This design comes from an exercise in tuning for small area on the open sky130 flow, not from production work. Function was checked by simulation only, so behaviour that the tests miss may differ from the original.

**config.mk**
```make
export PLATFORM = sky130hd
export DESIGN_NAME = BPC_TOP
export DESIGN_NICKNAME = BPC_TOP
export VERILOG_FILES = /design/flow/design.v
export SDC_FILE = /design/flow/constraint.sdc
export NUM_CORES = 4
export LEC_CHECK = 0
export CAP_MARGIN = 20
export CELL_PAD_IN_SITES_DETAIL_PLACEMENT = 1
export CELL_PAD_IN_SITES_GLOBAL_PLACEMENT = 2
export CORE_MARGIN = 2
export CORE_UTILIZATION = 22
export SLEW_MARGIN = 20
```
**constraint.sdc**
```tcl
create_clock -name core_clock -period 14.0 [get_ports {clk}]
set_input_delay 2.8000 -clock core_clock [delete_from_list [all_inputs] [get_ports {clk}]]
set_output_delay 2.8000 -clock core_clock [all_outputs]
set_load 0.01 [all_outputs]
```
**design.v**
```verilog
module BPC_DBX_ENC
(
    input  wire [62:0]  dbx_i,
    input  wire         dbp_flag_i,
    output wire         zeroflag_o,
    output wire [63:0]  codeword_o,
    output wire [6:0]   size_o
);
    wire [62:0] adj = dbx_i & {1'b0, dbx_i[62:1]};    
    wire        zero = ~(|dbx_i);
    wire        ones = &dbx_i;
    function automatic onehot63(input [62:0] v);
        integer k;
        reg any, many;
        begin
            any = 1'b0; many = 1'b0;
            for (k = 0; k < 63; k = k + 1) begin
                many = many | (any & v[k]);
                any = any | v[k];
            end
            onehot63 = any & ~many;
        end
    endfunction
    function automatic [5:0] enc63(input [62:0] v);
        integer k;
        reg [5:0] r;
        begin
            r = 6'd0;
            for (k = 0; k < 63; k = k + 1)
                if (v[k]) r = r | k[5:0];
            enc63 = r;
        end
    endfunction
    wire single = onehot63(dbx_i);
    wire consec = onehot63(adj) & ~(|(dbx_i & ~(adj | {adj[61:0], 1'b0})));
    wire [5:0] pos = enc63(dbx_i & ~{dbx_i[61:0], 1'b0});    
    reg [63:0] cw;
    reg [6:0]  sz;
    always @(*) begin
        if (zero) begin
            cw = 64'd0;              sz = 7'd0;
        end else if (ones) begin
            cw = 64'd0;              sz = 7'd5;
        end else if (dbp_flag_i) begin
            cw = {5'b00001, 59'd0};  sz = 7'd5;
        end else if (single | consec) begin
            cw = {4'b0001, single, pos, 53'd0}; sz = 7'd11;
        end else begin
            cw = {1'b1, dbx_i};      sz = 7'd64;
        end
    end
    assign zeroflag_o = zero;
    assign codeword_o = cw;
    assign size_o = sz;
endmodule
module BPC_COMP
(
    input   wire            clk,
    input   wire            rst_n,
    input   wire  [63:0]    data_i,
    input   wire            valid_i,
    input   wire            sop_i,
    input   wire            eop_i,
    output  reg   [151:0]   data_o,
    output  reg   [7:0]     size_o,
    output  wire            valid_o,
    output  wire            eop_o
);
    integer i;
    reg  [3:0]  bcnt;
    reg  [15:0] base;
    wire [3:0]  idx    = sop_i ? 4'd0 : bcnt;
    wire [15:0] base_c = sop_i ? data_i[63:48] : base;
    wire [15:0] dw [0:3];
    assign dw[0] = data_i[63:48] - base;
    assign dw[1] = data_i[47:32] - base_c;
    assign dw[2] = data_i[31:16] - base_c;
    assign dw[3] = data_i[15:0]  - base_c;
    reg  [15:0] delta [0:38];
    always @(posedge clk) begin
        if (valid_i & sop_i)
            base <= data_i[63:48];
        for (i = 0; i < 39; i = i + 1)
            if (valid_i && idx == (i + 1) / 4)
                delta[i] <= dw[(i + 1) % 4];
    end
    always @(posedge clk or negedge rst_n) begin
        if (!rst_n)
            bcnt <= 4'd0;
        else if (valid_i)
            bcnt <= idx + 4'd1;
    end
    reg       vm1, vm2, act;
    reg [2:0] b;
    reg [4:0] len;
    reg       first;
    wire      last = (b == 3'd7);
    function automatic [15:0] ld(input [15:0] d);
        integer r;
        begin
            for (r = 0; r < 16; r = r + 1)
                ld[r] = d[(17 - r) % 16];
        end
    endfunction
    function automatic [15:0] rot(input [15:0] c);
        integer r;
        begin
            for (r = 0; r < 16; r = r + 1)
                rot[r] = c[(r + 2) % 16];
        end
    endfunction
    reg  [15:0] col [0:62];
    reg  [15:0] base2;
    wire        rot_en = vm2 | (act & ~last);
    always @(posedge clk) begin
        for (i = 0; i < 39; i = i + 1)
            col[i] <= vm1 ? ld(delta[i]) : rot(col[i]);
        for (i = 39; i < 63; i = i + 1) begin
            if (valid_i && idx == (i + 1) / 4)
                col[i] <= ld(dw[(i + 1) % 4]);
            else if (rot_en)
                col[i] <= rot(col[i]);
        end
        if (vm1)
            base2 <= base;
    end
    reg  [62:0] p0, p1, pp;
    always @(*) begin
        for (i = 0; i < 63; i = i + 1) begin
            p0[62 - i] = col[i][0];
            p1[62 - i] = col[i][1];
            pp[62 - i] = col[i][15];
        end
    end
    wire        z1, z2;
    wire [63:0] c1, c2;
    wire [6:0]  s1, s2;
    BPC_DBX_ENC DE0 (.dbx_i(p0 ^ (pp & {63{b != 3'd0}})), .dbp_flag_i(~(|p0)),
                     .zeroflag_o(z1), .codeword_o(c1), .size_o(s1));
    BPC_DBX_ENC DE1 (.dbx_i(p0 ^ p1), .dbp_flag_i(~(|p1)),
                     .zeroflag_o(z2), .codeword_o(c2), .size_o(s2));
    wire [4:0]  nrun = len + {4'd0, z1} + {4'd0, z1 & z2};
    wire        tail = ~z1 & z2 & last;            
    wire        cval = act & (~(z1 & z2) | last);
    wire [3:0]  nm2  = nrun[3:0] - 4'd2;
    wire [63:0]  c2t = c2 | {tail, 63'd0} >> 2;     
    reg  [127:0] x;
    reg  [133:0] y;
    reg  [7:0]   rs;
    always @(*) begin
        case (s1)
            7'd5:    x = {c1, 64'd0} | ({c2t, 64'd0} >> 5);
            7'd11:   x = {c1, 64'd0} | ({c2t, 64'd0} >> 11);
            7'd64:   x = {c1, c2t};
            default: x = {c2t, 64'd0};
        endcase
        if (nrun == 5'd0) begin
            y = {x, 6'd0};          rs = 8'd0;
        end else if (nrun == 5'd1) begin
            y = {3'b001, x, 3'd0};  rs = 8'd3;
        end else begin
            y = {2'b01, nm2, x};    rs = 8'd6;
        end
        if (first) begin
            data_o = {2'b00, base2, y};
            size_o = rs + s1 + s2 + (tail ? 8'd3 : 8'd0) + 8'd18;
        end else begin
            data_o = {y, 18'd0};
            size_o = rs + s1 + s2 + (tail ? 8'd3 : 8'd0);
        end
    end
    always @(posedge clk or negedge rst_n) begin
        if (!rst_n) begin
            vm1 <= 1'b0; vm2 <= 1'b0; act <= 1'b0;
            b <= 3'd0; len <= 5'd0; first <= 1'b0;
        end else begin
            vm1 <= valid_i & eop_i;
            vm2 <= vm1;
            if (vm2) begin
                act <= 1'b1; b <= 3'd0; len <= 5'd0; first <= 1'b1;
            end else if (act) begin
                b <= b + 3'd1;
                if (last) begin
                    act <= 1'b0; len <= 5'd0;
                end else if (cval) begin
                    first <= 1'b0;
                    len <= {4'd0, ~z1 & z2};
                end else begin
                    len <= len + 5'd2;
                end
            end
        end
    end
    assign valid_o = cval;
    assign eop_o = act & last;
endmodule
module BPC_CODEBUF
(
    input  wire [151:0] data_i,
    input  wire [7:0]   size_i,
    input  wire         valid_i,
    input  wire         eop_i,
    input  wire         rst_n,
    input  wire         clk,
    output wire [63:0]  data_o,
    output wire [10:0]  size_o,
    output wire         d_valid,
    output wire         s_valid
);
    reg [447:0] sbuf, sbuf_n;
    reg [8:0]   buf_size, buf_size_n;
    reg [10:0]  total_r, total_n;
    reg         dv, dv_n, sv, sv_n;
    reg         flush, flush_n;
    reg [3:0]   send_cnt, send_cnt_n;
    reg         clr;
    wire [447:0] cb    = dv ? {sbuf[383:0], 64'd0} : sbuf;
    wire [10:0]  total = sv ? 11'd0 : total_r;
    always @(*) begin
        sbuf_n     = cb;
        buf_size_n = buf_size;
        total_n    = total;
        flush_n    = flush;
        send_cnt_n = send_cnt;
        dv_n       = 1'b0;
        sv_n       = 1'b0;
        clr        = 1'b0;
        if (valid_i) begin
            if (total < 11'd512) begin
                sbuf_n     = cb | ({296'd0, data_i} << (9'd296 - buf_size));
                buf_size_n = buf_size + {1'b0, size_i};
                total_n    = total + {3'd0, size_i};
            end
            if (buf_size_n >= 9'd64) begin
                dv_n       = 1'b1;
                buf_size_n = buf_size_n - 9'd64;
                send_cnt_n = send_cnt + 4'd1;
            end
            if (eop_i) begin
                if (send_cnt_n == 4'd8) begin
                    flush_n = 1'b0;
                    sv_n    = 1'b1;
                    clr     = 1'b1;
                end else begin
                    flush_n = 1'b1;
                    if (buf_size_n == 9'd0) begin
                        flush_n = 1'b0;
                        sv_n    = 1'b1;
                    end else if (buf_size_n <= 9'd64)  buf_size_n = 9'd64;
                    else if (buf_size_n <= 9'd128) buf_size_n = 9'd128;
                    else if (buf_size_n <= 9'd192) buf_size_n = 9'd192;
                    else if (buf_size_n <= 9'd256) buf_size_n = 9'd256;
                    else if (buf_size_n <= 9'd320) buf_size_n = 9'd320;
                    else if (buf_size_n <= 9'd384) buf_size_n = 9'd384;
                    else                            buf_size_n = 9'd448;
                end
            end
        end else if (flush) begin
            dv_n       = 1'b1;
            buf_size_n = buf_size - 9'd64;
            send_cnt_n = send_cnt + 4'd1;
            if ((send_cnt_n == 4'd8) | (buf_size_n == 9'd0)) begin
                flush_n = 1'b0;
                sv_n    = 1'b1;
                clr     = 1'b1;
            end
        end
        if (sv_n) begin
            send_cnt_n = 4'd0;
            if (clr)
                buf_size_n = 9'd0;
        end
        if (clr)
            sbuf_n = {sbuf_n[447:384] & {64{dv_n}}, 384'd0};
    end
    always @(posedge clk or negedge rst_n) begin
        if (!rst_n) begin
            sbuf     <= 448'd0;
            buf_size <= 9'd0;
            total_r  <= 11'd0;
            dv       <= 1'b0;
            sv       <= 1'b0;
            flush    <= 1'b0;
            send_cnt <= 4'd0;
        end else begin
            sbuf     <= sbuf_n;
            buf_size <= buf_size_n;
            total_r  <= total_n;
            dv       <= dv_n;
            sv       <= sv_n;
            flush    <= flush_n;
            send_cnt <= send_cnt_n;
        end
    end
    assign data_o  = sbuf[447:384];
    assign size_o  = total_r;
    assign d_valid = dv;
    assign s_valid = sv;
endmodule
module BPC_TOP
(
    input   wire            clk,
    input   wire            rst_n,
    input   wire  [63:0]    data_i,
    input   wire            valid_i,
    input   wire            sop_i,
    input   wire            eop_i,
    output  wire  [63:0]    data_o,
    output  wire  [10:0]    size_o,
    output  wire            d_valid,
    output  wire            s_valid
);
    wire  [151:0] chunk;
    wire  [7:0]   chunk_size;
    wire          chunk_valid;
    wire          chunk_eop;
    BPC_COMP BE0
    (
    .clk              (clk),
    .rst_n            (rst_n),
    .data_i           (data_i),
    .valid_i          (valid_i),
    .sop_i            (sop_i),
    .eop_i            (eop_i),
    .data_o           (chunk),
    .size_o           (chunk_size),
    .valid_o          (chunk_valid),
    .eop_o            (chunk_eop)
    );
    BPC_CODEBUF BEBUF
    (
    .data_i           (chunk),
    .size_i           (chunk_size),
    .valid_i          (chunk_valid),
    .eop_i            (chunk_eop),
    .rst_n            (rst_n),
    .clk              (clk),
    .data_o           (data_o),
    .size_o           (size_o),
    .d_valid          (d_valid),
    .s_valid          (s_valid)
    );
endmodule
```
**run.sh**
```bash
#!/bin/bash
# synth_recipe.tcl (not shown) runs the flow's synth.tcl, then flattens the netlist and writes it again
# the make line also repeats each setting of config.mk as NAME=value (left out here)
make -C /OpenROAD-flow-scripts/flow DESIGN_CONFIG=/design/flow/config.mk WORK_HOME=/design/flow/orfs CLKGATE_MAP_FILE= SYNTH_SCRIPT=/design/flow/synth_recipe.tcl finish
```
==> results of run 1 <==
-- worst min-delay path, cell delays in order, from the launching register on --
cell      delay, ns
edfxtp_1       0.33
nand2_1        0.05
o21ai_0        0.09
-- placed cells by master, fill, tap and decap left out, types with 142 or more instances in the layout --
| master | n |
|---|---|
| a21oi_1 | 641 |
| a221oi_1 | 219 |
| a31oi_1 | 157 |
| buf_4 | 688 |
| clkbuf_16 | 239 |
| clkdlybuf4s50_1 | 144 |
| dfrtp_1 | 487 |
| dfxtp_1 | 624 |
| edfxtp_1 | 1040 |
| inv_1 | 159 |
| mux2_2 | 960 |
| mux2i_1 | 426 |
| nand2_1 | 1056 |
| nand3_1 | 253 |
| nor2_1 | 998 |
| nor2b_1 | 182 |
| nor3_1 | 284 |
| o211ai_1 | 142 |
| o21ai_0 | 791 |
| o22ai_1 | 187 |
-- layout make-up --
class                   count  area, sq um  area share (%)
diodes                     27         67.6          0.0461
clock buffers             344         6680            4.56
clock inverters            88         1010           0.688
inverters                 170          648           0.442
multi-input cells        9262        65500            44.7
flip-flops and latches   2155        56000            38.2
well taps                7533         9430            6.43
repair buffers            863         7210            4.92
-- kinds of logic after synthesis --
family	Yosys count	share of synthesized area (%)
AO/OA/AOI/OAI	3733	20.6
AND/OR/NAND/NOR	3601	13.7
flip-flops	2155	44.6
multiplexers	1448	13.0
buffers and inverters	1272	4.25
XOR/XNOR	358	2.54
adder cells (fa/ha/maj)	122	1.29
-- routing by layer --
metal	track usage, %	routed length [um]
met1	33.5	322000
met2	39.5	336000
met3	6.02	67600
met4	13.1	47900
met5	0	110
-- path summary, 6_finish.rpt --
| path | from | end | cells after the start |
|---|---|---|---|
| max | BE0.col[58][0] | BEBUF.sbuf[314] | 37 |
| min | BE0.delta[13][4] | BE0.col[13][13] | 2 |
| max reg2reg | BE0.col[58][0] | BEBUF.sbuf[314] | 37 |
| min reg2reg | BE0.delta[13][4] | BE0.col[13][13] | 2 |
| max in group asynchronous | rst_n | BE0.first | 3 |
| min in group asynchronous | rst_n | BEBUF.sbuf[38] | 1 |
-- sequential cells by signal (all words and copies together), names as in the netlist, 3 cells and up --
| name | cells |
|---|---|
| BE0.col | 1008 |
| BE0.delta | 624 |
| BEBUF.sbuf | 448 |
| BE0.base2 | 16 |
| BE0.base | 16 |
| BEBUF.total_r | 11 |
| BEBUF.buf_size | 9 |
| BE0.len | 5 |
| BE0.bcnt | 4 |
| BEBUF.send_cnt | 4 |
| BE0.b | 3 |
-- metrics by stage --
step	hold slack (ns)	setup WS [ns]	util (%)	area (sq um)
6_report	0.386	0.952	25.8	147000
5_1_grt	0.390	0.204	25.8	146000
4_1_cts	0.367	1.06	25.7	146000
3_5_place_dp	0.438	1.05	24.4	139000
3_3_place_gp	0.427	1.02	24.4	139000
2_1_floorplan	0.418	1.69	-	126000
==> summary.txt, run 1 <==
status timing/DRC/antenna clean; Cell variety after synth 127; EDFF count, synth 1,040; synth cell count leaders nand2_1, edfxtp_1, nor2_1, mux2_2, o21ai_0; Placeable Area 0.569 sq mm; port bufs 145; share of the synthesized area in the top cell type 24.9%; DIE HEIGHT between 700 and 800 um; vias in the first global route 115,000; Antenna Nets Post-Route 0; H-tree Lvls 4; Slew @ Worst Pin ~1.4 ns; DPL Wire Length a little under 600,000 um; hold crit path type reg -> reg; layout cells sized above 1 19.0%; CTS tree built; Worst Path Arrival 13.89 ns; Sum Neg Setup Slack 0 ns; clock latency (worst-skew pair) 1.07 ns; max-capacitance violation count 0; grt total ovfl 0; endpoints failing setup 0; Worst Setup Start Kind flip-flop; CP Max Fanout 52; Setup CP Type reg -> reg; post-DR wirelength/cell 37.8 um; via count 117,000; final hold violation count 0; # clock sinks 2,155; WP data required between 10 and 15 ns; Layout Area Growth over Synthesis 16.7%; max-slew violation count 0; Final nets 12,900; DRC viols 0; die area 0.577 sq mm; Root Driver clkbuf_16; Initial DRC Count roughly 15,000; Mean Syn Cell Area approximately 10 sq um; number of CTS-inserted buffers 237; initial antenna violation count around 80; RSZ-0062 raised after global routing no; CP delay by family, top compound AO/OA/AOI/OAI gates; Vias/cell 5.75; total global-route track usage 25.7%; post-synth net total 12,900; hold_buf cts 0; fmax 76.6 MHz; Post-CTS Setup Repair Bufs 0; clock-pin transition on the worst setup and hold timing paths 0.06 ns; post-cts sizing count 0; num ports between 100 and 150; reg2reg setup slack roughly 0.95 ns; Synth area leaders edfxtp_1, dfxtp_1, dfrtp_1; cell accounting for the most synthesized area edfxtp_1; fillers between 60,000 and 70,000; Die Wd 759 um; placed cells approximately 20,000; CP dominant cell by count a21oi_1; Cell Rows 277; first-pass GRT wire length 1,040,000 um; GPL Wtd Cong approximately 1; synthesized area 0.126 sq mm; non-filler cells, final 20,400; largest net degree at the start of global routing between 100 and 150; CP max stage cell xnor2_2; Mapped Cells 12,700; Final Cycle Share 93.2%; yosys warns 5; TritonRoute pass-1 iters 7; CP Buf/Inv Count 6; count leader, synth nand2_1; Crit. End Element flip-flop; Slew Limit Headroom 7.36%; Detailed Route WL 773,000 um; FFs w/ async S/R, synth 22.8%; skew final approximately 0.15 ns; main flop type after synthesis edfxtp_1; Yosys reg bits approximately 2,200; Starting Density between 20 and 25%; maximum clock path buffer count 4; Critical Path Max Stage Delay 1.03 ns; Seq/Total Area, Yosys 44.6%; final worst path period need 13.05 ns
==> run 2, diff against run 1 <==
--- a/design.v
+++ b/design.v
@@ -61,7 +61,10 @@
     input   wire            valid_i,
     input   wire            sop_i,
     input   wire            eop_i,
-    output  reg   [151:0]   data_o,
+    output  reg   [133:0]   data_o,      
+    output  reg   [2:0]     rlen_o,      
+    output  wire  [15:0]    base_o,
+    output  wire            first_o,     
     output  reg   [7:0]     size_o,
     output  wire            valid_o,
     output  wire            eop_o
@@ -145,8 +148,6 @@
     wire [3:0]  nm2  = nrun[3:0] - 4'd2;
     wire [63:0]  c2t = c2 | {tail, 63'd0} >> 2;     
     reg  [127:0] x;
-    reg  [133:0] y;
-    reg  [7:0]   rs;
     always @(*) begin
         case (s1)
             7'd5:    x = {c1, 64'd0} | ({c2t, 64'd0} >> 5);
@@ -155,19 +156,13 @@
             default: x = {c2t, 64'd0};
         endcase
         if (nrun == 5'd0) begin
-            y = {x, 6'd0};          rs = 8'd0;
+            data_o = {6'd0, x};            rlen_o = 3'd0;
         end else if (nrun == 5'd1) begin
-            y = {3'b001, x, 3'd0};  rs = 8'd3;
+            data_o = {3'd0, 3'b001, x};    rlen_o = 3'd3;
         end else begin
-            y = {2'b01, nm2, x};    rs = 8'd6;
-        end
-        if (first) begin
-            data_o = {2'b00, base2, y};
-            size_o = rs + s1 + s2 + (tail ? 8'd3 : 8'd0) + 8'd18;
-        end else begin
-            data_o = {y, 18'd0};
-            size_o = rs + s1 + s2 + (tail ? 8'd3 : 8'd0);
+            data_o = {2'b01, nm2, x};      rlen_o = 3'd6;
         end
+        size_o = {5'd0, rlen_o} + {1'b0, s1} + {1'b0, s2} + (tail ? 8'd3 : 8'd0) + (first ? 8'd18 : 8'd0);
     end
     always @(posedge clk or negedge rst_n) begin
         if (!rst_n) begin
@@ -192,11 +187,16 @@
         end
     end
     assign valid_o = cval;
+    assign first_o = first;
+    assign base_o = base2;
     assign eop_o = act & last;
 endmodule
 module BPC_CODEBUF
 (
-    input  wire [151:0] data_i,
+    input  wire [133:0] data_i,         
+    input  wire [2:0]   rlen_i,
+    input  wire [15:0]  base_i,
+    input  wire         first_i,        
     input  wire [7:0]   size_i,
     input  wire         valid_i,
     input  wire         eop_i,
@@ -207,14 +207,16 @@
     output wire         d_valid,
     output wire         s_valid
 );
-    reg [447:0] sbuf, sbuf_n;
+    reg [447:40] sbuf, sbuf_n;
     reg [8:0]   buf_size, buf_size_n;
     reg [10:0]  total_r, total_n;
     reg         dv, dv_n, sv, sv_n;
     reg         flush, flush_n;
     reg [3:0]   send_cnt, send_cnt_n;
     reg         clr;
-    wire [447:0] cb    = dv ? {sbuf[383:0], 64'd0} : sbuf;
+    wire [447:40] cb   = dv ? {sbuf[383:40], 64'd0} : sbuf;
+    wire [8:0]   amt   = buf_size + (first_i ? 9'd18 : 9'd0) + {6'd0, rlen_i};
+    wire [453:0] field = {data_i, 320'd0} >> amt;
     wire [10:0]  total = sv ? 11'd0 : total_r;
     always @(*) begin
         sbuf_n     = cb;
@@ -227,7 +229,7 @@
         clr        = 1'b0;
         if (valid_i) begin
             if (total < 11'd512) begin
-                sbuf_n     = cb | ({296'd0, data_i} << (9'd296 - buf_size));
+                sbuf_n     = (first_i ? {2'b00, base_i, 390'd0} : cb) | field[447:40];
                 buf_size_n = buf_size + {1'b0, size_i};
                 total_n    = total + {3'd0, size_i};
             end
@@ -270,12 +272,11 @@
             if (clr)
                 buf_size_n = 9'd0;
         end
-        if (clr)
-            sbuf_n = {sbuf_n[447:384] & {64{dv_n}}, 384'd0};
     end
+    always @(posedge clk)
+        sbuf <= sbuf_n;
     always @(posedge clk or negedge rst_n) begin
         if (!rst_n) begin
-            sbuf     <= 448'd0;
             buf_size <= 9'd0;
             total_r  <= 11'd0;
             dv       <= 1'b0;
@@ -283,7 +284,6 @@
             flush    <= 1'b0;
             send_cnt <= 4'd0;
         end else begin
-            sbuf     <= sbuf_n;
             buf_size <= buf_size_n;
             total_r  <= total_n;
             dv       <= dv_n;
@@ -310,7 +310,10 @@
     output  wire            d_valid,
     output  wire            s_valid
 );
-    wire  [151:0] chunk;
+    wire  [133:0] chunk;
+    wire  [2:0]   chunk_rlen;
+    wire  [15:0]  chunk_base;
+    wire          chunk_first;
     wire  [7:0]   chunk_size;
     wire          chunk_valid;
     wire          chunk_eop;
@@ -323,6 +326,9 @@
     .sop_i            (sop_i),
     .eop_i            (eop_i),
     .data_o           (chunk),
+    .rlen_o           (chunk_rlen),
+    .base_o           (chunk_base),
+    .first_o          (chunk_first),
     .size_o           (chunk_size),
     .valid_o          (chunk_valid),
     .eop_o            (chunk_eop)
@@ -330,6 +336,9 @@
     BPC_CODEBUF BEBUF
     (
     .data_i           (chunk),
+    .rlen_i           (chunk_rlen),
+    .base_i           (chunk_base),
+    .first_i          (chunk_first),
     .size_i           (chunk_size),
     .valid_i          (chunk_valid),
     .eop_i            (chunk_eop),
--- a/config.mk
+++ b/config.mk
@@ -5,9 +5,10 @@
 export SDC_FILE = /design/flow/constraint.sdc
 export NUM_CORES = 4
 export LEC_CHECK = 0
+export ABC_AREA = 1
 export CAP_MARGIN = 20
 export CELL_PAD_IN_SITES_DETAIL_PLACEMENT = 1
 export CELL_PAD_IN_SITES_GLOBAL_PLACEMENT = 2
 export CORE_MARGIN = 2
-export CORE_UTILIZATION = 22
+export CORE_UTILIZATION = 50
 export SLEW_MARGIN = 20
==> summary.txt, run 2 <==
Mapped Cells ~12,000; status did not finish; synthesized area 0.111 sq mm; post-cts sizing count 0; Yosys reg bits between 2,000 and 2,500; main flop type after synthesis edfxtp_1; Synth area leaders edfxtp_1, dfxtp_1, nand2_1; Seq/Total Area, Yosys 47.8%; number of CTS-inserted buffers 211; Starting Density 50.4%; GPL Wtd Cong about 1.1; H-tree Lvls 4; Cell Rows 172; maximum clock path buffer count 3; FFs w/ async S/R, synth 2.03%; largest net degree at the start of global routing roughly 190; num ports 146; Post-CTS Setup Repair Bufs 0; Cell variety after synth 88; Fail Step 5_1_grt; Root Driver clkbuf_16; yosys warns 5; share of the synthesized area in the top cell type 28.2%; post-synth net total 12,400; count leader, synth nand2_1; error msg [ERROR GRT-0228] Horizontal edge usage exceeds the maximum allowed. (7, 28) usage=65535 limit=3200; hold_buf cts 0; DPL Wire Length 392,000 um; port bufs around 150; # clock sinks about 2,100; EDFF count, synth 1,040; Die Wd 475 um; Mean Syn Cell Area roughly 9.1 sq um; DIE HEIGHT 475 um; cell accounting for the most synthesized area edfxtp_1; synth cell count leaders nand2_1, nand3_1, edfxtp_1, dfxtp_1, nor2_1
[run 2: changes by cell type after synthesis, moves of 240 or more]
cell      previous run  this run
nand2_1           1074      2600
nand3_1            256      1741
a21oi_1            645       148
inv_1              163       653
clkbuf_1           800       317
dfrtp_1            491        43
dfxtp_1            624      1032
mux2i_1            429        57
mux2_2             960       620
nand3_2              3       264
nor3_1             290        31
nor2_1            1028       788
[run 2: worst max path at each step]
stage / from / slack, ns / to / depth (start not counted)
2_1_floorplan: BE0.b[0] / 3.83 / BEBUF.buf_size[6] / 86
3_3_place_gp: BE0.b[0] / 1.17 / BEBUF.buf_size[8] / 57
3_5_place_dp: BE0.b[0] / 1.21 / BEBUF.buf_size[8] / 82
4_1_cts: BE0.b[0] / 0.54 / BEBUF.buf_size[8] / 82
[run 2: cells by family after synthesis]
group	after synthesis	share of synthesized area [%]
and+or+nand+nor	6191	26.7
DFF	2115	47.8
buffers and inverters	1521	8.05
AOI/OAI and AO/OA	1349	7.38
muxes	677	6.82
xor gates and xnor gates	203	1.68
adders and majority gates	127	1.54
[run 2: metrics by stage]
| stage | std cells | util (%) | setup WS, ns | cell area (sq um) |
|---|---|---|---|---|
| after global placement | 14700 | 51.1 | 1.17 | 112000 |
| after floorplan | 12200 | - | 3.83 | 111000 |
| after detailed placement | 14700 | 51.2 | 1.21 | 113000 |
| after CTS | 15100 | 54.5 | 0.537 | 120000 |
==> run 3, diff against run 2 <==
--- a/design.v
+++ b/design.v
@@ -31,9 +31,11 @@
             enc63 = r;
         end
     endfunction
-    wire single = onehot63(dbx_i);
-    wire consec = onehot63(adj) & ~(|(dbx_i & ~(adj | {adj[61:0], 1'b0})));
-    wire [5:0] pos = enc63(dbx_i & ~{dbx_i[61:0], 1'b0});    
+    wire [62:0] st = dbx_i & ~{dbx_i[61:0], 1'b0};    
+    wire one_run = onehot63(st);
+    wire single = one_run & ~(|adj);
+    wire consec = one_run & (|adj) & ~(|(adj & {1'b0, adj[62:1]}));
+    wire [5:0] pos = enc63(st);
     reg [63:0] cw;
     reg [6:0]  sz;
     always @(*) begin
@@ -79,11 +81,11 @@
     assign dw[1] = data_i[47:32] - base_c;
     assign dw[2] = data_i[31:16] - base_c;
     assign dw[3] = data_i[15:0]  - base_c;
-    reg  [15:0] delta [0:38];
+    reg  [15:0] delta [0:34];
     always @(posedge clk) begin
         if (valid_i & sop_i)
             base <= data_i[63:48];
-        for (i = 0; i < 39; i = i + 1)
+        for (i = 0; i < 35; i = i + 1)
             if (valid_i && idx == (i + 1) / 4)
                 delta[i] <= dw[(i + 1) % 4];
     end
@@ -116,9 +118,9 @@
     reg  [15:0] base2;
     wire        rot_en = vm2 | (act & ~last);
     always @(posedge clk) begin
-        for (i = 0; i < 39; i = i + 1)
+        for (i = 0; i < 35; i = i + 1)
             col[i] <= vm1 ? ld(delta[i]) : rot(col[i]);
-        for (i = 39; i < 63; i = i + 1) begin
+        for (i = 35; i < 63; i = i + 1) begin
             if (valid_i && idx == (i + 1) / 4)
                 col[i] <= ld(dw[(i + 1) % 4]);
             else if (rot_en)
@@ -214,9 +216,25 @@
     reg         flush, flush_n;
     reg [3:0]   send_cnt, send_cnt_n;
     reg         clr;
-    wire [447:40] cb   = dv ? {sbuf[383:40], 64'd0} : sbuf;
+    wire [447:40] cb   = (dv | (buf_size == 9'd0)) ? {sbuf[383:40], 64'd0} : sbuf;
     wire [8:0]   amt   = buf_size + (first_i ? 9'd18 : 9'd0) + {6'd0, rlen_i};
-    wire [453:0] field = {data_i, 320'd0} >> amt;
+    reg  [138:0] fa;
+    reg  [149:0] fb;
+    reg  [196:0] fr;
+    reg  [453:0] field;
+    integer k;
+    always @(*) begin
+        fa = 139'd0;
+        for (k = 0; k < 4; k = k + 1)
+            fa = fa | (({data_i, 5'd0} >> k) & {139{amt[1:0] == k}});
+        fb = 150'd0;
+        for (k = 0; k < 4; k = k + 1)
+            fb = fb | (({fa, 11'd0} >> (4 * k)) & {150{amt[3:2] == k}});
+        fr = {fb, 47'd0} >> {amt[5:4], 4'd0};
+        field = 454'd0;
+        for (k = 0; k < 5; k = k + 1)
+            field = field | (({fr, 257'd0} >> (64 * k)) & {454{amt[8:6] == k}});
+    end
     wire [10:0]  total = sv ? 11'd0 : total_r;
     always @(*) begin
         sbuf_n     = cb;
@@ -229,7 +247,7 @@
         clr        = 1'b0;
         if (valid_i) begin
             if (total < 11'd512) begin
-                sbuf_n     = (first_i ? {2'b00, base_i, 390'd0} : cb) | field[447:40];
+                sbuf_n     = cb | field[447:40] | {2'b00, base_i & {16{first_i}}, 390'd0};
                 buf_size_n = buf_size + {1'b0, size_i};
                 total_n    = total + {3'd0, size_i};
             end
--- a/config.mk
+++ b/config.mk
@@ -10,5 +10,5 @@
 export CELL_PAD_IN_SITES_DETAIL_PLACEMENT = 1
 export CELL_PAD_IN_SITES_GLOBAL_PLACEMENT = 2
 export CORE_MARGIN = 2
-export CORE_UTILIZATION = 50
+export CORE_UTILIZATION = 40
 export SLEW_MARGIN = 20
==> summary.txt, run 3 <==
endpoints failing setup 0; share of the synthesized area in the top cell type between 30% and 40%; max-slew violation count 0; Worst Path Arrival 11.99 ns; Sum Neg Setup Slack 0 ns; Cell variety after synth 77; Die Wd approximately 500 um; post-layout util 45.0%; die area 0.257 sq mm; clock-pin transition on the worst setup and hold timing paths 0.08 ns; final hold violation count 0; vias in the first global route slightly below 90,000; largest net degree at the start of global routing roughly 170; post-synth net total 12,000; highest-count cells in the layout ignoring fill and taps nand2_1, nand3_1, nor2_1; initial antenna violation count 16; num ports about 150; hold_buf cts 0; total area of sequential cells 0.0517 sq mm; clock latency (worst-skew pair) 0.94 ns; max-capacitance violation count 0; Synth area leaders edfxtp_1, dfxtp_1, nand2_1; Mapped Cells 11,800; DPL Wire Length 331,000 um; fillers 29,100; layout cells sized above 1 between 10% and 20%; Root Driver clkbuf_16; skew final 0.119 ns; H-tree Lvls 4; DRC viols 0; post-DR wirelength/cell 29.3 um; EDFF count, synth between 1,000 and 1,500; Critical Path Max Stage Delay 0.55 ns; Placeable Area 0.252 sq mm; Final Cycle Share about four fifths; Worst Setup Start Kind flip-flop; Top reg by flops BE0.col; TritonRoute pass-1 iters 5; Setup CP Type reg -> reg; via count 85,900; fmax around 90 MHz; Seq/Total Area, Yosys 51.0%; Starting Density 40.2%; Slew @ Worst Pin 1.21 ns; Layout Area Growth over Synthesis 11.7%; Mean Syn Cell Area 8.60 sq um; most common cell after layout, fill and taps aside nand2_1; WP data required 14.78 ns; final worst path period need between 10 and 15 ns; Antenna Nets Post-Route 0; Post-CTS Setup Repair Bufs 0; area of the multi-input gates 0.0439 sq mm; Vias/cell 5.66; CP Max Fanout between 50 and 60; post-cts sizing count 0; number of CTS-inserted buffers roughly 220; synth cell count leaders nand2_1, nand3_1, nor2_1, edfxtp_1, dfxtp_1; port bufs about 150; Final nets 11,800; main flop type after synthesis edfxtp_1; GPL Wtd Cong 0.974; Yosys reg bits roughly 2,100; Detailed Route WL 446,000 um; count leader, synth nand2_1; Slew Limit Headroom 18.8%; yosys warns 5; hold crit path type reg -> reg; Crit. End Element flip-flop; synthesized area 0.101 sq mm; cell accounting for the most synthesized area edfxtp_1; status timing/DRC/antenna clean; CP max stage cell buf_4; grt total ovfl 0; max reg flops about 1,000; maximum clock path buffer count 3; CP delay by family, top simple AND/OR/NAND/NOR gates; total global-route track usage 34.1%; RSZ-0062 raised after global routing no; Top Registers BE0.col (1008), BE0.delta (560), BEBUF.sbuf (408); DIE HEIGHT 507 um; # clock sinks 2,051; Cell Rows 184; first-pass GRT wire length between 600,000 and 700,000 um; FFs w/ async S/R, synth 2.10%; Initial DRC Count 7,102; CP Buf/Inv Count 10; CTS tree built
-- run 3: changes by cell type after synthesis, sizes merged, moves of 112 or more --
cell / change
nand3: -864
nand2: +320
o21ai: +280
nor2: +274
nand4: -119
a21oi: +112
-- run 3: final timing paths --
kind	from	end	slack [ns]	depth (start not counted)
max	BE0.b[0]	BEBUF.send_cnt[1]	2.80	48
min	BE0.col[7][7]	BE0.col[7][5]	0.40	1
max reg2reg	BE0.b[0]	BEBUF.send_cnt[1]	2.80	48
min reg2reg	BE0.col[7][7]	BE0.col[7][5]	0.40	1
max in group asynchronous	rst_n	BE0.vm1	11.36	2
min in group asynchronous	rst_n	BEBUF.total_r[8]	2.02	2
-- run 3: worst reg2reg max path: cells and delay by family (launching register included) --
kind	cells	cell delay, ns
AOI/OAI and AO/OA	4	0.78
xor gates and xnor gates	4	1.01
and+or+nand+nor	23	4.96
DFF	1	0.38
adders and majority gates	7	2.23
buffers and inverters	10	1.66
-- run 3: layer usage --
metal  wire (um)  global-route usage [%]
met2      213000                    57.1
met4       30400                    19.9
met5          11                       0
met1      185000                    42.8
met3       17700                    3.35
-- run 3: per-stage QoR --
| step | cells | worst slack (ns) | instance area (sq um) | hold WS, ns |
|---|---|---|---|---|
| floorplan | 11800 | 5.65 | 101000 | 0.426 |
| global placement | 14800 | 2.84 | 106000 | 0.434 |
| detailed placement | 14800 | 2.57 | 106000 | 0.439 |
| CTS | 15200 | 2.48 | 113000 | 0.387 |
| global route | 15200 | 1.85 | 113000 | 0.408 |
| finish | 15200 | 2.80 | 113000 | 0.399 |
-- run 3: area by class of cell --
class | instances | area share (%)
Inverter | 815 | 2.74
Timing Repair Buffer | 332 | 2.62
Clock buffer | 296 | 5.32
Sequential cell | 2051 | 45.7
Clock inverter | 111 | 1.10
Tap cell | 3348 | 3.70
Antenna cell | 3 | 0.00664
Multi-Input combinational cell | 8236 | 38.8
-- run 3: logic make-up (layout without fill, tap and decap cells) --
kind of cell | Yosys count | count (layout) | synth area share, %
mux | 578 | 578 | 6.41
xor+xnor | 192 | 192 | 1.83
compound gates | 1610 | 1610 | 8.80
other cells | 0 | 3 | 0
flops | 2051 | 2051 | 51.0
fa+ha+maj | 128 | 128 | 1.69
simple gates | 5728 | 5728 | 24.2
buf+inv | 1486 | 1554 | 6.02
==> run 4, diff against run 3 <==
--- a/config.mk
+++ b/config.mk
@@ -11,4 +11,6 @@
 export CELL_PAD_IN_SITES_GLOBAL_PLACEMENT = 2
 export CORE_MARGIN = 2
 export CORE_UTILIZATION = 40
+export CTS_CLUSTER_DIAMETER = 60
+export CTS_CLUSTER_SIZE = 20
 export SLEW_MARGIN = 20
==> summary.txt, run 4 <==
EDFF count, synth 1,040; Die Wd between 500 and 600 um; FFs w/ async S/R, synth 2.10%; maximum clock path buffer count 3; number of CTS-inserted buffers roughly 160; Final Cycle Share around 79%; Vias/cell between 5 and 6; GPL Wtd Cong 0.974; max-capacitance violation count 0; Top Registers BE0.col (1008), BE0.delta (560), BEBUF.sbuf (408); status timing/DRC/antenna clean; Sum Neg Setup Slack 0 ns; H-tree Lvls 4; Setup CP Type reg -> reg; Root Driver clkbuf_16; port bufs roughly 150; main flop type after synthesis edfxtp_1; Post-CTS Setup Repair Bufs 0; Worst Path Arrival between 10 and 15 ns; synthesized area 0.101 sq mm; grt total ovfl 0; Antenna Nets Post-Route 0; cell accounting for the most synthesized area edfxtp_1; TritonRoute pass-1 iters 5; Adder-Cell Fraction of Synth Area 1.69%; synth cell count leaders nand2_1, nand3_1, nor2_1, edfxtp_1, dfxtp_1; hold_buf cts 0; clock latency (worst-skew pair) 0.95 ns; total global-route track usage 33.7%; total area of sequential cells roughly 0.052 sq mm; largest family of logic cells by synthesized area simple AND/OR/NAND/NOR gates; post-DR wirelength/cell 29.2 um; post-synthesis xor/xnor area fraction 1.83%; WP data required 14.74 ns; RSZ-0062 raised after global routing no; final hold violation count 0; Final nets between 10,000 and 15,000; CP Buf/Inv Count 10; vias in the first global route 86,600; Mapped Cells 11,800; max reg flops between 1,000 and 1,500; Mean Syn Cell Area 8.60 sq um; Layout Area Growth over Synthesis 10.1%; post-synth net total 12,000; skew final 0.131 ns; Slew Limit Headroom between 10% and 20%; post-cts sizing count 0; Cell variety after synth between 70 and 80; Initial DRC Count 7,153; count leader, synth nand2_1; largest net degree at the start of global routing 166; die area 0.257 sq mm; yosys warns 5; CP Max Fanout 56; post-synthesis compound-gate area fraction 8.80%; fillers between 20,000 and 30,000; Starting Density 40.2%; final worst path period need 11.13 ns; most common cell after layout, fill and taps aside nand2_1; CP dominant cell by count inv_1; Critical Path Max Stage Delay 0.55 ns; # clock sinks slightly above 2,000; CTS tree built; CP delay by family, top simple AND/OR/NAND/NOR gates; Synth area leaders edfxtp_1, dfxtp_1, nand2_1; share of the synthesized area in the top cell type just over 30%; Slew @ Worst Pin ~1.3 ns; Cell Rows 184; clock-pin transition on the worst setup and hold timing paths ~0.09 ns; DRC viols 0; DIE HEIGHT 507 um; fmax 89.8 MHz; multiplexer share of the synthesized area around 6.4%; hold crit path type reg -> reg; Placeable Area 0.252 sq mm; Detailed Route WL around 440,000 um; CP max stage cell buf_4; max-slew violation count 0; initial antenna violation count 15; layout cells sized above 1 10.8%; DPL Wire Length 331,000 um; area of the multi-input gates about 0.044 sq mm; via count 85,700; highest-count cells in the layout ignoring fill and taps nand2_1, nand3_1, nor2_1; first-pass GRT wire length 631,000 um; endpoints failing setup 0; Yosys reg bits 2,051; Crit. End Element flip-flop; Worst Setup Start Kind flip-flop; Seq/Total Area, Yosys 51.0%; num ports 146; Synth Area in Simple Gates 24.2%; Top reg by flops BE0.col
-- run 4: metrics by stage --
| step | hold WS [ns] | cells | utilization [%] | worst slack [ns] | instance area (sq um) |
|---|---|---|---|---|---|
| floorplan | 0.426 | 11800 | - | 5.65 | 101000 |
| global placement | 0.434 | 14800 | 42.0 | 2.84 | 106000 |
| detailed placement | 0.439 | 14800 | 42.1 | 2.57 | 106000 |
| CTS | 0.412 | 15100 | 44.3 | 2.57 | 111000 |
| global route | 0.432 | 15100 | 44.3 | 1.91 | 111000 |
| finish | 0.410 | 15100 | 44.3 | 2.87 | 111000 |
-- run 4: final timing paths --
kind                           startpoint                 to  slack, ns  cells after the start
max                              BE0.b[0]  BEBUF.buf_size[6]       2.87                     49
min                        BE0.col[12][4]     BE0.col[12][2]       0.41                      1
max reg2reg                      BE0.b[0]  BEBUF.buf_size[6]       2.87                     49
min reg2reg                BE0.col[12][4]     BE0.col[12][2]       0.41                      1
max in group asynchronous           rst_n            BE0.vm1      11.38                      2
min in group asynchronous           rst_n   BEBUF.total_r[8]       2.01                      2
-- run 4: cells by family after synthesis --
| kind of cell | after synthesis |
|---|---|
| and+or+nand+nor | 5728 |
| DFF | 2051 |
| AOI/OAI and AO/OA | 1610 |
| buffers and inverters | 1486 |
| muxes | 578 |
| xor gates and xnor gates | 192 |
| adders and majority gates | 128 |
-- run 4: cell type report --
| class | count | share of cell area, % |
|---|---|---|
| clock buffers | 226 | 4.03 |
| clock inverters | 78 | 1.00 |
| well taps | 3348 | 3.76 |
| multi-input cells | 8236 | 39.4 |
| repair buffers | 332 | 2.66 |
| inverters | 815 | 2.78 |
| flip-flops and latches | 2051 | 46.4 |
| diodes | 3 | 0.00673 |
-- run 4: worst register-to-register path: cells and delay by family (launching register included) --
kind,cells,cell delay [ns]
compound gates,5,0.78
xor+xnor,4,1.02
fa+ha+maj,7,2.22
buf+inv,10,1.61
flops,1,0.37
simple gates,23,4.93
-- run 4: per-layer routing --
metal / routed length (um) / global-route usage [%] / up-vias
met5: 13 / 0 / -
met1: 183000 / 42.5 / 43200
met2: 211000 / 56.5 / 2374
li1: - / - / 39400
met4: 29800 / 19.6 / 2
met3: 17600 / 3.10 / 660
==> run 5, diff against run 4 <==
--- a/config.mk
+++ b/config.mk
@@ -11,6 +11,6 @@
 export CELL_PAD_IN_SITES_GLOBAL_PLACEMENT = 2
 export CORE_MARGIN = 2
 export CORE_UTILIZATION = 40
-export CTS_CLUSTER_DIAMETER = 60
+export CTS_CLUSTER_DIAMETER = 120
 export CTS_CLUSTER_SIZE = 20
 export SLEW_MARGIN = 20
==> summary.txt, run 5 <==
Worst Setup Start Kind flip-flop; status timing/DRC/antenna clean; Yosys reg bits roughly 2,100; Final nets 11,700; CP Buf/Inv Count 10; Initial DRC Count 6,938; Crit. End Element flip-flop; Starting Density 40.2%; Mapped Cells 11,800; Cell variety after synth 77; Final Cycle Share 78.6%; max-capacitance violation count 0; clock latency (worst-skew pair) 0.88 ns; largest net degree at the start of global routing between 150 and 200; num ports 146; Slew Limit Headroom between 10% and 20%; yosys warns 5; fmax about 91 MHz; skew final 0.153 ns; count leader, synth nand2_1; number of CTS-inserted buffers 115; die area 0.257 sq mm; Root Driver clkbuf_16; Mean Syn Cell Area 8.60 sq um; Synth area leaders edfxtp_1, dfxtp_1, nand2_1; cell accounting for the most synthesized area edfxtp_1; max-slew violation count 0; main flop type after synthesis edfxtp_1; DPL Wire Length roughly 330,000 um; Die Wd 507 um; total area of sequential cells around 0.052 sq mm; post-synth net total between 10,000 and 15,000; # clock sinks 2,051; hold_buf cts 0; Top Registers BE0.col (1008), BE0.delta (560), BEBUF.sbuf (408); Detailed Route WL approximately 440,000 um; CTS tree built; final worst path period need roughly 11 ns; Seq/Total Area, Yosys about half; Layout Area Growth over Synthesis 7.95%; Vias/cell 5.66; Sum Neg Setup Slack 0 ns; DIE HEIGHT 507 um; Area after DPL 0.106 sq mm; Cell Rows about 180; total global-route track usage between 30% and 40%; share of the synthesized area in the top cell type between 30% and 40%; TritonRoute pass-1 iters 5; CP max stage cell buf_4; Post-CTS Setup Repair Bufs 0; first-pass GRT wire length around 630,000 um; most common cell after layout, fill and taps aside nand2_1; Setup CP Type reg -> reg; Worst Path Arrival approximately 12 ns; grt total ovfl 0; port bufs between 100 and 150; Final Cell Area 0.109 sq mm; GPL Wtd Cong 0.974; fillers a little under 30,000; initial antenna violation count 11; CP delay by family, top simple AND/OR/NAND/NOR gates; vias in the first global route 85,700; synth cell count leaders nand2_1, nand3_1, nor2_1, edfxtp_1, dfxtp_1; via count 84,800; final hold violation count 0; highest-count cells in the layout ignoring fill and taps nand2_1, nand3_1, nor2_1; layout cells sized above 1 9.86%; synthesized area 0.101 sq mm; Placeable Area approximately 0.25 sq mm; Top reg by flops BE0.col; CP Max Fanout 56; post-DR wirelength/cell 29.3 um; H-tree Lvls 3; max reg flops 1,008; Critical Path Max Stage Delay ~0.55 ns; endpoints failing setup 0; Antenna Nets Post-Route 0; Slew @ Worst Pin 1.27 ns; post-cts sizing count 0; maximum clock path buffer count 3; placed cells 14,800; WP data required 14.76 ns; DRC viols 0; EDFF count, synth 1,040; clock-pin transition on the worst setup and hold timing paths 0.10 ns; RSZ-0062 raised after global routing no; non-filler cells, final 15,000; area of the multi-input gates approximately 0.044 sq mm; hold crit path type reg -> reg; FFs w/ async S/R, synth 2.10%; Hold Slack about 0.42 ns
==> run 5: path summary, 6_finish.rpt <==
| check | startpoint | end | slack (ns) | depth (start not counted) |
|---|---|---|---|---|
| max | BE0.b[0] | BEBUF.send_cnt[1] | 3.00 | 48 |
| max reg2reg | BE0.b[0] | BEBUF.send_cnt[1] | 3.00 | 48 |
| min reg2reg | BE0.col[12][4] | BE0.col[12][2] | 0.42 | 1 |
| min | BE0.col[12][4] | BE0.col[12][2] | 0.42 | 1 |
| min in group asynchronous | rst_n | BEBUF.total_r[8] | 2.03 | 2 |
| max in group asynchronous | rst_n | BE0.b[2] | 11.35 | 2 |
==> run 5: logic make-up after synthesis <==
kind of cell,after synthesis,share of synthesized area (%)
buffers and inverters,1486,6.02
multiplexers,578,6.41
AO/OA/AOI/OAI,1610,8.80
AND/OR/NAND/NOR,5728,24.2
XOR/XNOR,192,1.83
flip-flops,2051,51.0
adder cells (fa/ha/maj),128,1.69
==> run 5: per-layer routing <==
layer / vias up / track usage [%] / part of all wire, %
met5: - / 0 / 0
li1: 39200 / - / -
met1: 42900 / 42.5 / 42
met4: 0 / 18.9 / 6.7
met3: 600 / 2.79 / 3.6
met2: 2081 / 56.2 / 48
==> run 5: area by class of cell <==
type                            count  share of cell area [%]
Clock buffer                      182                    2.86
Sequential cell                  2051                    47.3
Inverter                          815                    2.83
Timing Repair Buffer              333                    2.74
Clock inverter                     14                   0.266
Antenna cell                        3                 0.00687
Tap cell                         3348                    3.83
Multi-Input combinational cell   8236                    40.2
==> run 5: metrics by stage <==
| step | setup slack [ns] | util [%] |
|---|---|---|
| 3_5_place_dp | 2.57 | 42.1 |
| 3_3_place_gp | 2.84 | 42.0 |
| 4_1_cts | 2.66 | 43.4 |
| 6_report | 3.00 | 43.4 |
| 2_1_floorplan | 5.65 | - |
| 5_1_grt | 1.99 | 43.4 |
==> run 6, diff against run 5 <==
==> flow/run.sh (new file) <==
#!/bin/bash
# The standard layout, with clock tree synthesis clustering up to 24 sinks within
# 90 um per leaf buffer and without dummy loads (the tree is not padded to balance
# load; hold and setup are still repaired by the standard flow).
set -euo pipefail
export CTS_ARGS="-sink_clustering_enable -repair_clock_nets -sink_clustering_size 24 -sink_clustering_max_diameter 90 -dont_use_dummy_load"
bash standard.sh > standard.log 2>&1
==> standard.sh (new file) <==
#!/bin/bash
# synth_recipe.tcl (not shown) runs the flow's synth.tcl, then flattens the netlist and writes it again
# the make line also repeats each setting of config.mk as NAME=value (left out here)
make -C /OpenROAD-flow-scripts/flow DESIGN_CONFIG=/design/flow/config.mk WORK_HOME=/design/flow/orfs CLKGATE_MAP_FILE= SYNTH_SCRIPT=/design/flow/synth_recipe.tcl "${@:-finish}"
--- a/config.mk
+++ b/config.mk
@@ -11,6 +11,4 @@
 export CELL_PAD_IN_SITES_GLOBAL_PLACEMENT = 2
 export CORE_MARGIN = 2
 export CORE_UTILIZATION = 40
-export CTS_CLUSTER_DIAMETER = 120
-export CTS_CLUSTER_SIZE = 20
 export SLEW_MARGIN = 20
removed: run.sh
==> summary.txt, run 6 <==
status timing/DRC/antenna clean; skew final 0.154 ns; DIE HEIGHT 507 um; hold crit path type reg -> reg; vias in the first global route 85,500; Post-CTS Setup Repair Bufs 0; Synth area leaders edfxtp_1, dfxtp_1, nand2_1; fmax 90.0 MHz; Worst Path Arrival 11.74 ns; Slew @ Worst Pin roughly 1.2 ns; FFs w/ async S/R, synth ~2.1%; EDFF count, synth 1,040; CTS tree built; final hold violation count 0; H-tree Lvls 3; Sum Neg Setup Slack 0 ns; placed cells approximately 15,000; Critical Path Max Stage Delay 0.55 ns; Cell variety after synth 77; Final nets approximately 12,000; total global-route track usage 33.4%; Die Wd 507 um; Hold Slack 0.364 ns; Antenna Nets Post-Route 0; reg2reg setup slack between 2 and 3 ns; DRC viols 0; post-layout util a little over two fifths; GPL Wtd Cong 0.974; port bufs 145; highest-count cells in the layout ignoring fill and taps nand2_1, nand3_1, nor2_1; TritonRoute pass-1 iters 5; Worst Slack Setup Final 2.88 ns; Top Registers BE0.col (1008), BE0.delta (560), BEBUF.sbuf (408); Vias/cell about 5.7; hold_buf cts 0; DPL Wire Length 331,000 um; largest net degree at the start of global routing 166; non-filler cells, final between 10,000 and 15,000; Area after DPL 0.106 sq mm; Starting Density 40.2%; synthesized area 0.101 sq mm; max-slew violation count 0; WP data required 14.62 ns; Crit. End Element flip-flop; reg2reg start BE0.b[0]; worst r2r dst BEBUF.buf_size[6]; initial antenna violation count 13; endpoints failing setup 0; via count approximately 85,000; Mapped Cells 11,800; Worst Setup Start Kind flip-flop; CP Max Fanout 56; Seq/Total Area, Yosys roughly half; crit path from BE0.b[0]; max-capacitance violation count 0; Detailed Route WL between 400,000 and 500,000 um; layout cells sized above 1 under 10%; post-synth net total 12,000; Initial DRC Count 7,211; final worst path period need about 11 ns; number of CTS-inserted buffers 111; RSZ-0062 raised after global routing no; Root Driver clkbuf_16; Cell Rows 184; most common cell after layout, fill and taps aside nand2_1; Layout Area Growth over Synthesis 7.30%; Yosys reg bits about 2,100; Final Cell Area ~0.11 sq mm; hold depth 1; Slew Limit Headroom around 18%; die area 0.257 sq mm; Setup CP Type reg -> reg; count leader, synth nand2_1; Mean Syn Cell Area 8.60 sq um; grt total ovfl 0; clock latency (worst-skew pair) 0.88 ns; main flop type after synthesis edfxtp_1; max reg flops about 1,000; # clock sinks 2,051; clock-pin transition on the worst setup and hold timing paths around 0.090 ns; Placeable Area 0.252 sq mm; post-cts sizing count 0; cell accounting for the most synthesized area edfxtp_1; yosys warns 5; Final Cycle Share 79.4%; synth cell count leaders nand2_1, nand3_1, nor2_1, edfxtp_1, dfxtp_1; pre-CTS worst setup slack roughly 2.6 ns; worst reg2reg path depth 51; first-pass GRT wire length 626,000 um; post-DR wirelength/cell 29.4 um; Top reg by flops BE0.col; num ports roughly 150; share of the synthesized area in the top cell type 30.8%; CP max stage cell buf_4; maximum clock path buffer count 3; HP Start BE0.col[16][2]; Min-Delay Endpoint BE0.col[16][0]
-- run 6: cell count changes in the layout (fill, tap and decap cells not counted), sizes merged --
cell    change
diode       +4
buf         -1
clkinv      -7
clkbuf     -71
inv         -7
-- run 6: worst max-delay path by stage --
stage | endpoint | slack (ns) | cells after the start
after floorplan | BEBUF.buf_size[0] | 5.65 | 54
after global placement | BEBUF.send_cnt[1] | 2.84 | 48
after detailed placement | BEBUF.send_cnt[1] | 2.57 | 48
after CTS | BEBUF.send_cnt[1] | 2.56 | 48
after global routing | BEBUF.send_cnt[1] | 1.90 | 48
final | BEBUF.buf_size[6] | 2.88 | 51
-- run 6: critical path: cells and delay by family, from the launching register on --
family | cells | cell delay (ns)
compound gates | 5 | 0.78
simple gates | 26 | 5.22
flops | 1 | 0.37
xor+xnor | 3 | 0.61
fa+ha+maj | 7 | 2.22
buf+inv | 10 | 1.60
-- run 6: cells by family (layout without fill, tap and decap cells) --
family	Yosys count	count (layout)	share of synthesized area (%)
DFF	2051	2051	51.0
other	0	7	0
muxes	578	578	6.41
buffers and inverters	1486	1258	6.02
AOI/OAI and AO/OA	1610	1610	8.80
xor gates and xnor gates	192	192	1.83
adders and majority gates	128	128	1.69
and+or+nand+nor	5728	5728	24.2
-- run 6: final cells by class --
class                           count  area (sq um)
Fill cell                       29200        143000
Sequential cell                  2051         51700
Multi-Input combinational cell   8236         43900
Tap cell                         3348          4190
Inverter                          815          3100
Timing Repair Buffer              332          2960
Clock buffer                      111          2780
Antenna cell                        7          17.5
-- run 6: per-layer routing --
| metal | global-route usage (%) | part of all wire (%) | up-vias |
|---|---|---|---|
| li1 | - | - | 39200 |
| met1 | 42.3 | 42 | 42900 |
| met2 | 55.8 | 47 | 2099 |
| met3 | 3.02 | 3.8 | 639 |
| met4 | 19.7 | 7.2 | 2 |
| met5 | 0 | 0.0030 | - |

-- afterwards: timing with drivers on the ports --
In the flow no input, the clock included, has a driving cell. The finished layouts below were timed again as built, in two steps. Step 1, drivers: a clkbuf_16 drives clk and a buf_2 each remaining input, both assumed. Step 2 times the ports against the registers' clock, not the clock port: input delays grow and output delays shrink by t, the midpoint of the rising clock arrivals with the driver on. a / b / c = ideal ports / drivers / drivers and shift; a / b = the first two.
run	shift t [ns]	slack for setup (ns)	worst setup path after step 2	slew at the worst register clock pin (ns)	cell pins on the clock port's net
run 1	1.128	0.952 / 0.952 / 0.952	register to register	0.11 / 0.11	1
run 3	0.980	2.796 / 2.796 / 2.796	register to register	0.08 / 0.08	1
run 4	0.985	2.870 / 2.870 / 2.870	register to register	0.09 / 0.09	1
run 5	0.905	3.000 / 3.000 / 3.000	register to register	0.10 / 0.10	1
run 6	0.900	2.883 / 2.883 / 2.883	register to register	0.11 / 0.11	1
After both steps setup and hold are still met in every run listed.
